What follows belongs to an exercise in optimizing a design on an open flow for small area and a short achievable clock period; a production flow would make more cautious choices.
RTL that was checked went through simulation tests only; none was proved equivalent to the original.

==> 03-22: inputs <==
==> flow/design.v <==
module rec_calc(
    input [16:0] valA,
    input [3:0] op,
    input clk,
    input reset,
    output [16:0] result
);
    logic [16:0] valB;
    logic [16:0] out;
    always @(posedge clk) begin
        if (reset) begin
            valB <= 'b0;
            out <= 'b0;
        end
        else begin
            valB <= out;
            out <= op == 3 ? (valB == 17'b0 ? 17'h1ffff : valA / valB) : op == 2 ? valA * valB : op == 1 ? valA - valB : valA + valB;
        end
    end
    assign result = out;
endmodule
==> flow/run.sh <==
#!/bin/bash
# synth_recipe.tcl (not shown) runs the flow's synth.tcl, then flattens the netlist and writes it again
# the make line also repeats each setting of config.mk as NAME=value (left out here)
make -C /OpenROAD-flow-scripts/flow DESIGN_CONFIG=/design/flow/config.mk WORK_HOME=/design/flow/orfs CLKGATE_MAP_FILE= SYNTH_SCRIPT=/design/flow/synth_recipe.tcl finish
==> flow/config.mk <==
export PLATFORM = sky130hd
export DESIGN_NAME = rec_calc
export DESIGN_NICKNAME = rec_calc
export VERILOG_FILES = /design/flow/design.v
export SDC_FILE = /design/flow/constraint.sdc
export NUM_CORES = 4
export LEC_CHECK = 0
export CAP_MARGIN = 20
export CORE_MARGIN = 2
export CORE_UTILIZATION = 40
export SLEW_MARGIN = 20
==> flow/constraint.sdc <==
create_clock -name core_clock -period 33.0 [get_ports {clk}]
set_input_delay 6.6000 -clock core_clock [delete_from_list [all_inputs] [get_ports {clk}]]
set_output_delay 6.6000 -clock core_clock [all_outputs]
set_load 0.01 [all_outputs]
==> 02-09: changes against 03-22 <==
==> flow/design.v, changed modules only <==
module rec_calc(
    input [16:0] valA,
    input [3:0] op,
    input clk,
    input reset,
    output [16:0] result
);
    logic [16:0] valB;
    logic [16:0] out;
    logic [16:0] quot;
    logic [16:0] x;
    logic [16:0] nxt;
    logic [18:0] m [1:3];
    logic isdiv, ismul, issub, isadd;
    assign isdiv = (op == 4'd3);
    assign ismul = (op == 4'd2);
    assign issub = (op == 4'd1);
    assign isadd = ~isdiv & ~ismul & ~issub;
    assign m[1] = {2'b0, valB};
    assign m[2] = {1'b0, valB, 1'b0};
    assign m[3] = {2'b0, valB} + {1'b0, valB, 1'b0};
    always_comb begin
        x = (isdiv | issub) ? valA : ismul ? 17'h1ffff : ~valA;
        quot = 17'd0;
        quot[16] = (isdiv & (valB[16:1] == 16'd0) & (x[16] | ~valB[0])) | (ismul & valA[16]);
        if (quot[16]) x[16] = x[16] ^ valB[0];
        for (int j = 7; j >= 0; j--) begin
            logic [17:0] t [1:3];
            logic g [1:4];
            logic [3:0] s;
            logic [16:0] mk;
            g[4] = 1'b0;
            for (int k = 1; k <= 3; k++) begin
                mk = m[k][16:0] & ((17'h1 << (17 - 2*j)) - 17'h1);
                t[k] = {1'b0, x >> (2*j)} + {1'b0, ~mk & ((17'h1 << (17 - 2*j)) - 17'h1)} + 18'd1;
                g[k] = (isdiv & ((m[k] >> (17 - 2*j)) == 19'd0) & t[k][17 - 2*j])
                     | (ismul & ({valA[2*j+1], valA[2*j]} >= k))
                     | ((issub | isadd) & (j == 0) & (k == 1));
            end
            for (int k = 1; k <= 3; k++) s[k] = g[k] & ~g[k+1];
            quot[2*j+1] = g[2];
            quot[2*j] = s[3] | s[1];
            for (int k = 1; k <= 3; k++)
                if (s[k]) x = (x & ((17'h1 << (2*j)) - 17'h1)) | (t[k][16:0] << (2*j));
        end
    end
    assign nxt = isdiv ? quot : issub ? x : ~x;
    always @(posedge clk) begin
        if (reset) begin
            valB <= 'b0;
            out <= 'b0;
        end else begin
            valB <= out;
            out <= nxt;
        end
    end
    assign result = out;
endmodule
==> flow/flow/run.sh (new file) <==
#!/bin/bash
# Standard synthesis and layout; the layout's timing repair aims for a setup
# slack of SETUP_MARGIN ns at the design's clock period, so that it sizes and
# buffers the critical paths harder than the default margin of 0 would.
set -euo pipefail
SETUP_MARGIN=$(cat flow/setup_margin.txt)
bash standard.sh synth > synth.log 2>&1
bash standard.sh SETUP_SLACK_MARGIN=$SETUP_MARGIN finish > layout.log 2>&1
==> flow/flow/setup_margin.txt (new file) <==
12
==> flow/standard.sh (new file) <==
#!/bin/bash
# synth_recipe.tcl (not shown) runs the flow's synth.tcl, then flattens the netlist and writes it again
# the make line also repeats each setting of config.mk as NAME=value (left out here)
make -C /OpenROAD-flow-scripts/flow DESIGN_CONFIG=/design/flow/config.mk WORK_HOME=/design/flow/orfs CLKGATE_MAP_FILE= SYNTH_SCRIPT=/design/flow/synth_recipe.tcl "${@:-finish}"
- ABC_AREA: not set -> 1
removed: flow/run.sh
==> 09-06: changes against 03-22 <==
==> flow/design.v, changed modules only <==
module rec_calc(
    input [16:0] valA,
    input [3:0] op,
    input clk,
    input reset,
    output [16:0] result
);
    logic [16:0] valB;
    logic [16:0] out;
    logic [16:0] quot;
    logic [16:0] x;
    logic [16:0] nxt;
    logic [18:0] m [1:3];
    logic isdiv, ismul, issub, isadd;
    assign isdiv = (op == 4'd3);
    assign ismul = (op == 4'd2);
    assign issub = (op == 4'd1);
    assign isadd = ~isdiv & ~ismul & ~issub;
    assign m[1] = {2'b0, valB};
    assign m[2] = {1'b0, valB, 1'b0};
    assign m[3] = {2'b0, valB} + {1'b0, valB, 1'b0};
    always_comb begin
        x = (isdiv | issub) ? valA : ismul ? 17'h1ffff : ~valA;
        quot = 17'd0;
        quot[16] = (isdiv & (valB[16:1] == 16'd0) & (x[16] | ~valB[0])) | (ismul & valA[16]);
        if (quot[16]) x[16] = x[16] ^ valB[0];
        for (int j = 7; j >= 0; j--) begin
            logic [17:0] t [1:3];
            logic g [1:4];
            logic [3:0] s;
            logic [16:0] mk;
            g[4] = 1'b0;
            for (int k = 1; k <= 3; k++) begin
                mk = m[k][16:0] & ((17'h1 << (17 - 2*j)) - 17'h1);
                t[k] = {1'b0, x >> (2*j)} + {1'b0, ~mk & ((17'h1 << (17 - 2*j)) - 17'h1)} + 18'd1;
                g[k] = (isdiv & ((m[k] >> (17 - 2*j)) == 19'd0) & t[k][17 - 2*j])
                     | (ismul & ({valA[2*j+1], valA[2*j]} >= k))
                     | ((issub | isadd) & (j == 0) & (k == 1));
            end
            for (int k = 1; k <= 3; k++) s[k] = g[k] & ~g[k+1];
            quot[2*j+1] = g[2];
            quot[2*j] = s[3] | s[1];
            for (int k = 1; k <= 3; k++)
                if (s[k]) x = (x & ((17'h1 << (2*j)) - 17'h1)) | (t[k][16:0] << (2*j));
        end
    end
    assign nxt = isdiv ? quot : issub ? x : ~x;
    always @(posedge clk) begin
        if (reset) begin
            valB <= 'b0;
            out <= 'b0;
        end else begin
            valB <= out;
            out <= nxt;
        end
    end
    assign result = out;
endmodule
- ABC_AREA: not set -> 1
- CORE_UTILIZATION: 40 -> 65
- SETUP_SLACK_MARGIN: not set -> 5
==> 10-14: changes against 03-22 <==
==> flow/design.v, changed modules only <==
module calc_row #(parameter int W = 17, parameter int K = 3, parameter bit SK = 0) (
    input  logic [W-1:0]   x,
    input  logic [K*W-1:0] mk,      
    input  logic [K-1:0]   hz,      
    input  logic [K-1:0]   en,      
    output logic [W-1:0]   xn,
    output logic [K-1:0]   g
);
    function automatic logic [W:0] sub_sk(input logic [W-1:0] a, input logic [W-1:0] y);
        logic [W-1:0] gg, pp, p;
        logic [W:0] c;
        integer i, d;
        p = a ^ ~y;
        pp = p;
        gg = a & ~y;
        gg[0] = gg[0] | pp[0];       
        for (d = 1; d < W; d = d * 2)
            for (i = 0; i < W; i = i + 1)
                if (i & d) begin
                    gg[i] = gg[i] | (pp[i] & gg[(i & ~(d - 1)) - 1]);
                    pp[i] = pp[i] & pp[(i & ~(d - 1)) - 1];
                end
        c[0] = 1'b1;
        c[W:1] = gg;
        sub_sk = {c[W], p ^ c[W-1:0]};
    endfunction
    logic [W:0] t [1:K];
    always_comb begin
        for (int k = 1; k <= K; k++) begin
            if (SK) t[k] = sub_sk(x, mk[(k-1)*W +: W]);
            else begin
                t[k] = {1'b0, x} - {1'b0, mk[(k-1)*W +: W]};
                t[k][W] = ~t[k][W];
            end
            g[k-1] = (hz[k-1] & t[k][W]) | en[k-1];
        end
        xn = x & {W{~g[0]}};
        for (int k = 1; k <= K; k++)
            xn = xn | (t[k][W-1:0] & {W{g[k-1] & (k == K || !g[k])}});
    end
endmodule
module calc_row4 #(parameter int J = 0, parameter bit SK = 0) (
    input  logic [16:0] x,
    input  logic [16:0] b,
    input  logic [18:0] b3,         
    input  logic        div,
    input  logic [2:0]  en,
    output logic [16:0] xn,
    output logic [1:0]  q
);
    localparam int W = 17 - 2 * J;
    logic [18:0] m [1:3];
    logic [3*W-1:0] mk;
    logic [2:0] hz, g;
    assign m[1] = {2'b0, b};
    assign m[2] = {1'b0, b, 1'b0};
    assign m[3] = b3;
    always_comb
        for (int k = 1; k <= 3; k++) begin
            mk[(k-1)*W +: W] = m[k][W-1:0];
            hz[k-1] = div & ((m[k] >> W) == 19'd0);
        end
    calc_row #(.W(W), .K(3), .SK(SK)) row (.x(x[16:2*J]), .mk(mk), .hz(hz), .en(en), .xn(xn[16:2*J]), .g(g));
    if (J > 0) begin : low
        assign xn[2*J-1:0] = x[2*J-1:0];
    end
    assign q[1] = g[1];
    assign q[0] = (g[0] & ~g[1]) | g[2];
endmodule
module rec_calc(
    input [16:0] valA,
    input [3:0] op,
    input clk,
    input reset,
    output [16:0] result
);
    localparam int JS = 4;           
    logic [16:0] valB;               
    logic [16:0] sx;                 
    logic [16:2*JS] sq;              
    logic [16:0] sb;                 
    logic [18:0] sb3;                
    logic [2*JS-1:0] sa;             
    logic sdiv, ssub, smul;
    logic isdiv, ismul, issub, isadd;
    assign isdiv = (op == 4'd3);
    assign ismul = (op == 4'd2);
    assign issub = (op == 4'd1);
    assign isadd = ~isdiv & ~ismul & ~issub;
    logic [18:0] b3a;
    assign b3a = {2'b0, valB} + {1'b0, valB, 1'b0};
    logic [16:0] xa [JS:8];
    logic [16:0] qa;
    assign xa[8][15:0] = (isdiv | issub) ? valA[15:0] : ismul ? 16'hffff : ~valA[15:0];
    assign qa[16] = (valB[16:1] == 16'd0) & (valA[16] | ~valB[0]);
    assign xa[8][16] = isdiv ? valA[16] ^ (qa[16] & valB[0]) : issub ? valA[16]
                     : ismul ? ~(valA[16] & valB[0]) : ~valA[16];
    for (genvar j = 7; j >= JS; j--) begin : rows_a
        logic [2:0] en;
        always_comb
            for (int k = 1; k <= 3; k++)
                en[k-1] = ismul & ({valA[2*j+1], valA[2*j]} >= k);
        calc_row4 #(.J(j), .SK(1)) row (.x(xa[j+1]), .b(valB), .b3(b3a), .div(isdiv), .en(en),
                                .xn(xa[j]), .q(qa[2*j+1:2*j]));
    end
    always @(posedge clk) begin
        if (reset) begin
            sx <= 17'h1ffff;
            sa <= '0;
            sdiv <= 1'b0;
            ssub <= 1'b0;
            smul <= 1'b1;
            valB <= 17'd0;
        end else begin
            sx <= xa[JS];
            sa <= valA[2*JS-1:0];
            sdiv <= isdiv;
            ssub <= issub;
            smul <= ismul;
            valB <= result;
        end
    end
    always @(posedge clk) begin
        sq <= qa[16:2*JS];
        sb <= valB;
        sb3 <= b3a;
    end
    logic [16:0] xb [0:JS];
    logic [2*JS-1:0] qb;
    assign xb[JS] = sx;
    for (genvar j = JS - 1; j >= 0; j--) begin : rows_b
        logic [2:0] en;
        always_comb
            for (int k = 1; k <= 3; k++)
                en[k-1] = (smul & ({sa[2*j+1], sa[2*j]} >= k))
                        | (~sdiv & ~smul & (j == 0) & (k == 1));
        calc_row4 #(.J(j)) row (.x(xb[j+1]), .b(sb), .b3(sb3), .div(sdiv), .en(en),
                                .xn(xb[j]), .q(qb[2*j+1:2*j]));
    end
    assign result = sdiv ? {sq, qb} : ssub ? xb[0] : ~xb[0];
endmodule
- ABC_AREA: not set -> 1
- CORE_UTILIZATION: 40 -> 65
==> metrics.md <==
| Metric | Value |
|---|---|
| Commonest non-fill, non-tap cells in the layout | `470 x nand2_1, 327 x inv_1, 263 x buf_4` |
| Slew margin rel. | `0.3736` |
| Synthesis warning total | `18` |
| FF-to-FF Start | `valB[11]$_SDFF_PP0_` |
| Compound-Gate Fraction of Synth Area | `0.2017` |
| Mux contribution to synthesized area | `0.001398` |
| Area after DPL | `15680 sq um` |
| Die Wd | `193.2 microns` |
| Largest family of logic cells by synthesized area | `simple AND/OR/NAND/NOR gates` |
| Worst hold margin | `0.4196 ns` |
| Status | `complete, no violations` |
-- figures above: 02-09

==> metrics.md <==
| Metric | Value |
|---|---|
| Status | `complete, no violations` |
| Clock Path Buffers | `2` |
| Slew margin rel. | `0.3095` |
| Commonest non-fill, non-tap cells in the layout | `505 x buf_4, 209 x nand2_1, 181 x inv_1, 181 x ha_1, 149 x nor2_1` |
| FF-to-FF Start | `valB[7]$_SDFF_PP0_` |
| Final count of negative-setup-slack endpoints | `0` |
| Area after DPL | `18460 sq um` |
| Synthesis warning total | `1` |
| Die Wd | `192.8 microns` |
| Largest family of logic cells by synthesized area | `adder cells` |
| Share of layout cells above drive strength 1 | `0.3354` |
| First-pass GRT wire length | `84.57 mm` |
| Worst hold margin | `0.4979 ns` |
-- figures above: 03-22

==> metrics.md <==
| Metric | Value |
|---|---|
| FF-to-FF Start | `valB[2]$_SDFF_PP0_` |
| Syn_area_per_cell | `6.403 sq um` |
| Commonest non-fill, non-tap cells in the layout | `633 x nand2_1, 316 x inv_1, 240 x ha_1` |
| Die Wd | `161.8 microns` |
| Area after DPL | `16890 sq um` |
| Worst path required time | `33.30 ns` |
| H-tree lvl count | `3` |
| Slew margin rel. | `0.3386` |
| Status | `complete, no violations` |
| Compound-Gate Fraction of Synth Area | `0.1555` |
| Hold_buf cts | `0` |
| Async set-or-reset flop fraction in the synthesized netlist | `0` |
| Worst hold margin | `0.3995 ns` |
| Mux contribution to synthesized area | `0` |
| Synthesis warning total | `45` |
-- figures above: 10-14

==> metrics.md <==
| Metric | Value |
|---|---|
| Largest family of logic cells by synthesized area | `simple AND/OR/NAND/NOR gates` |
| Mux contribution to synthesized area | `0.001398` |
| Worst hold margin | `0.4202 ns` |
| Die Wd | `152.4 microns` |
| Area after DPL | `14900 sq um` |
| Slew margin rel. | `0.04010` |
| Multi-input gates | `1875` |
| Synthesis warning total | `18` |
| FF-to-FF Start | `valB[2]$_SDFF_PP0_` |
| Status | `complete, no violations` |
-- figures above: 09-06

The RTL of 02-09, 09-06 and 10-14 was laid out without a check of its function.

static timing again, ports no longer ideal:
The flow's constraints put no driver on any port. The routed layouts listed below were extracted and timed again, unchanged, in two steps. Step 1: set_driving_cell puts a clkbuf_16 on clk and a buf_2 on each other input, an assumption about the parent block. Step 2 adds t to the input delays and takes it off the output delays; t is the mean of the earliest and latest rising clock arrival at the registers after step 1. Input paths then give back, and output paths get back, about the clock's delay inside the block. Three values: ideal, step 1, step 2; two values: the first two.
| run | shift t [ns] | setup slack, ns | worst setup path at the end | worst data-port slew with drivers (ns) | pins driven straight from the clock port |
|---|---|---|---|---|---|
| 03-22 | 0.329 | 0.607 / 0.617 / 0.288 | input to register | 0.08 | 1 |
| 02-09 | 0.330 | 7.866 / 7.867 / 7.537 | input to register | 0.05 | 1 |
| 09-06 | 0.320 | 6.038 / 6.050 / 5.730 | input to register | 0.03 | 1 |
| 10-14 | 0.397 | 15.277 / 15.300 / 14.903 | input to register | 0.04 | 1 |
After both steps setup and hold are still met in every run listed. The setup slack of 10-14, which loses most, moves by +0.023 ns with the drivers and by -0.374 ns with both steps.
